This is an optimization exercise on Yosys and OpenROAD, whose aim is small area and a short achievable clock period, not a production implementation.
Only simulation tests tie the RTL to the original design; equivalence was not proved.
Power and IR drop assume default switching activity.

red:
## adder_1
module adder_1 #(parameter DSIZE = 64)
            (
                in_a,
                in_b,
                in_c,
                in_d,
                sum,
                clk,
                rst_n
            );
input   [DSIZE-1:0]     in_a;
input   [DSIZE-1:0]     in_b;
input   [DSIZE-1:0]     in_c;
input   [DSIZE-1:0]     in_d;
output  [DSIZE-1:0]     sum ;
input                   clk;
input                   rst_n;
wire   [DSIZE-1:0]      s1, c1, s2, c2, pv, gv;
fa_m u_fa1_0 (.a(in_a[0]), .b(in_b[0]), .c(in_c[0]), .s(s1[0]), .co(c1[0]));
fa_m u_fa1_1 (.a(in_a[1]), .b(in_b[1]), .c(in_c[1]), .s(s1[1]), .co(c1[1]));
fa_m u_fa1_2 (.a(in_a[2]), .b(in_b[2]), .c(in_c[2]), .s(s1[2]), .co(c1[2]));
fa_m u_fa1_3 (.a(in_a[3]), .b(in_b[3]), .c(in_c[3]), .s(s1[3]), .co(c1[3]));
fa_m u_fa1_4 (.a(in_a[4]), .b(in_b[4]), .c(in_c[4]), .s(s1[4]), .co(c1[4]));
fa_m u_fa1_5 (.a(in_a[5]), .b(in_b[5]), .c(in_c[5]), .s(s1[5]), .co(c1[5]));
fa_m u_fa1_6 (.a(in_a[6]), .b(in_b[6]), .c(in_c[6]), .s(s1[6]), .co(c1[6]));
fa_m u_fa1_7 (.a(in_a[7]), .b(in_b[7]), .c(in_c[7]), .s(s1[7]), .co(c1[7]));
fa_m u_fa1_8 (.a(in_a[8]), .b(in_b[8]), .c(in_c[8]), .s(s1[8]), .co(c1[8]));
  ...
clock: 4.0 ns
lec_check: 0
cap_margin: 20
core_margin: 2
core_utilization: 40
setup_slack_margin: 1.9
slew_margin: 20
synth_hierarchical: 1
synth_minimum_keep_size: 0
standard.sh (not shown) runs the stock make flow with config.mk's settings and CLKGATE_MAP_FILE= SYNTH_SCRIPT=/design/flow/synth_recipe.tcl, a recipe that flattens the netlist after the stock synthesis.
==> flow/flow/run.sh <==
#!/bin/bash
export BUFFER_PORTS_ARGS="-buffer_cell sky130_fd_sc_hd__buf_1"
bash standard.sh ABC_LOAD_IN_FF=3 finish > standard.log 2>&1
diff inputs: red => blue
# red
export LEC_CHECK = 0
export CAP_MARGIN = 20
export CORE_MARGIN = 2
export CORE_UTILIZATION = 40
export SETUP_SLACK_MARGIN = 1.9
export SLEW_MARGIN = 20
export SYNTH_HIERARCHICAL = 1
export SYNTH_MINIMUM_KEEP_SIZE = 0
create_clock -name core_clock -period 4.0 [get_ports {clk}]
# blue
export LEC_CHECK = 0
export CAP_MARGIN = 20
export CORE_MARGIN = 2
export CORE_UTILIZATION = 40
export CTS_BUF_LIST = sky130_fd_sc_hd__clkbuf_4 sky130_fd_sc_hd__clkbuf_8
export SETUP_SLACK_MARGIN = 2.0
export SLEW_MARGIN = 20
export SYNTH_HIERARCHICAL = 1
export SYNTH_MINIMUM_KEEP_SIZE = 0
create_clock -name core_clock -period 4.0 [get_ports {clk}]
## What came out
Any difference in global routing usage on met3 between red and blue is small enough to ignore. Re synthesized cell count: no difference whatsoever between blue and red. Between red and blue, the maximum clock path buffer count does not differ in any meaningful way. On blue: longest individual stage delay on the worst path is 240 ps higher than what red gave. Measured against each other, red and blue differ in total chip power, the lower figure coming from blue. For red, the destination of the critical timing path was sum_l[57], unlike blue, where it was pv_l[33]. [compare] base=red new=blue: share of the clock period used by the worst path after layout decreased 1.9 points; internal power consumption decreased 0.30 mW; largest fanout of any net on the critical path decreased 2.
Changes in green relative to blue:
# blue
export LEC_CHECK = 0
export CAP_MARGIN = 20
export CORE_MARGIN = 2
export CORE_UTILIZATION = 40
export CTS_BUF_LIST = sky130_fd_sc_hd__clkbuf_4 sky130_fd_sc_hd__clkbuf_8
export SETUP_SLACK_MARGIN = 2.0
export SLEW_MARGIN = 20
export SYNTH_HIERARCHICAL = 1
export SYNTH_MINIMUM_KEEP_SIZE = 0
create_clock -name core_clock -period 4.0 [get_ports {clk}]
# green
export LEC_CHECK = 0
export CAP_MARGIN = 20
export CORE_MARGIN = 2
export CORE_UTILIZATION = 50
export PLACE_DENSITY = 0.7
export SETUP_SLACK_MARGIN = 2.3
export SLEW_MARGIN = 20
export SYNTH_HIERARCHICAL = 1
export SYNTH_MINIMUM_KEEP_SIZE = 0
create_clock -name core_clock -period 4.0 [get_ports {clk}]
==> flow/flow/run.sh <==
#!/bin/bash
export BUFFER_PORTS_ARGS="-buffer_cell sky130_fd_sc_hd__buf_1"
bash standard.sh > standard.log 2>&1
### Flow results
- green | stages: all done | timing, DRC, antenna: all pass
- Non-clock buffer count of green exceeds that of blue by more than 10%.
- Comparing the two runs side by side, green comes out ahead of blue on worst path setup slack after routing.
- Taking blue as the reference point, the width of the die of green falls by 8.4%.
- green ends up with higher combinational group share of total power than blue does.
- For total detailed-routing wirelength, dividing the value from green by the value from blue gives 1.13.
diff inputs: green => orange
# green
export LEC_CHECK = 0
export CAP_MARGIN = 20
export CORE_MARGIN = 2
export CORE_UTILIZATION = 50
export PLACE_DENSITY = 0.7
export SETUP_SLACK_MARGIN = 2.3
export SLEW_MARGIN = 20
export SYNTH_HIERARCHICAL = 1
export SYNTH_MINIMUM_KEEP_SIZE = 0
create_clock -name core_clock -period 4.0 [get_ports {clk}]
# orange
export LEC_CHECK = 0
export CAP_MARGIN = 20
export CORE_MARGIN = 2
export CORE_UTILIZATION = 40
export SETUP_SLACK_MARGIN = 1.8
export SLEW_MARGIN = 20
export SYNTH_HIERARCHICAL = 1
export SYNTH_MINIMUM_KEEP_SIZE = 0
create_clock -name core_clock -period 4.0 [get_ports {clk}]
==> flow/flow/run.sh <==
#!/bin/bash
export BUFFER_PORTS_ARGS="-buffer_cell sky130_fd_sc_hd__buf_1"
bash standard.sh ABC_LOAD_IN_FF=3 finish > standard.log 2>&1
--- outcome ---
- orange: maximum resistive drop on vdd 0.071 mV below green
- On net load switching power, the higher figure sits with green, not orange.
- On area of the die, the lower figure sits with green, not orange.
### orange -> purple
# orange
export LEC_CHECK = 0
export CAP_MARGIN = 20
export CORE_MARGIN = 2
export CORE_UTILIZATION = 40
export SETUP_SLACK_MARGIN = 1.8
export SLEW_MARGIN = 20
export SYNTH_HIERARCHICAL = 1
export SYNTH_MINIMUM_KEEP_SIZE = 0
create_clock -name core_clock -period 4.0 [get_ports {clk}]
# purple
export LEC_CHECK = 0
export CAP_MARGIN = 20
export CORE_MARGIN = 2
export CORE_UTILIZATION = 40
export SETUP_SLACK_MARGIN = 2.1
export SLEW_MARGIN = 20
export SYNTH_HIERARCHICAL = 1
export SYNTH_MINIMUM_KEEP_SIZE = 0
create_clock -name core_clock -period 4.0 [get_ports {clk}]
Notes after the runs:
purple reached the final stage; the timing, design-rule and antenna checks on its layout passed.
Post-route non-filler standard cell count: orange and purple compared, higher one is purple
purple vs. orange: count of buffers not belonging to the clock network in the layout now larger; wire length after detailed routing went up 5.5%; later-pin clock latency in the skew report closely matched the old numbers; part of the total power dissipated in combinational logic now larger.
Per the comparison of purple with orange, instance area at placement went up; count of clock-net buffers in the final layout went down; first-pass GRT wire length went up; worst hold slack went up.

==> separate check: timing with driven ports <==
No port has a modelled driver above. Below, the same layouts with a new extraction and two added sets of constraints. Step 1 (the two cells are an assumption about what drives the block):
set clk [get_ports {clk}]
set_driving_cell -lib_cell sky130_fd_sc_hd__clkbuf_16 $clk
set_driving_cell -lib_cell sky130_fd_sc_hd__buf_2 [delete_from_list [all_inputs] $clk]
Step 2 times the ports against the registers' clock, not the clock port: input delays grow and output delays shrink by t, the midpoint of the rising clock arrivals with the driver on. Slacks: ideal / step 1 / step 2; pairs: ideal / step 1.
run	shift t [ns]	setup WS [ns]	worst setup path at the end	clock arrival spread, ns
red	0.466	1.937 / 1.937 / 1.511	input to register	0.009 / 0.009
blue	0.500	2.013 / 2.031 / 1.531	input to register	0.017 / 0.018
green	0.466	2.031 / 2.048 / 1.582	input to register	0.012 / 0.012
orange	0.470	1.877 / 1.877 / 1.469	input to register	0.011 / 0.011
purple	0.473	2.058 / 2.058 / 1.611	input to register	0.010 / 0.011
After both steps setup and hold are still met in every run listed. The setup slack of blue, which loses most, moves by +0.018 ns with the drivers and by -0.482 ns with both steps.
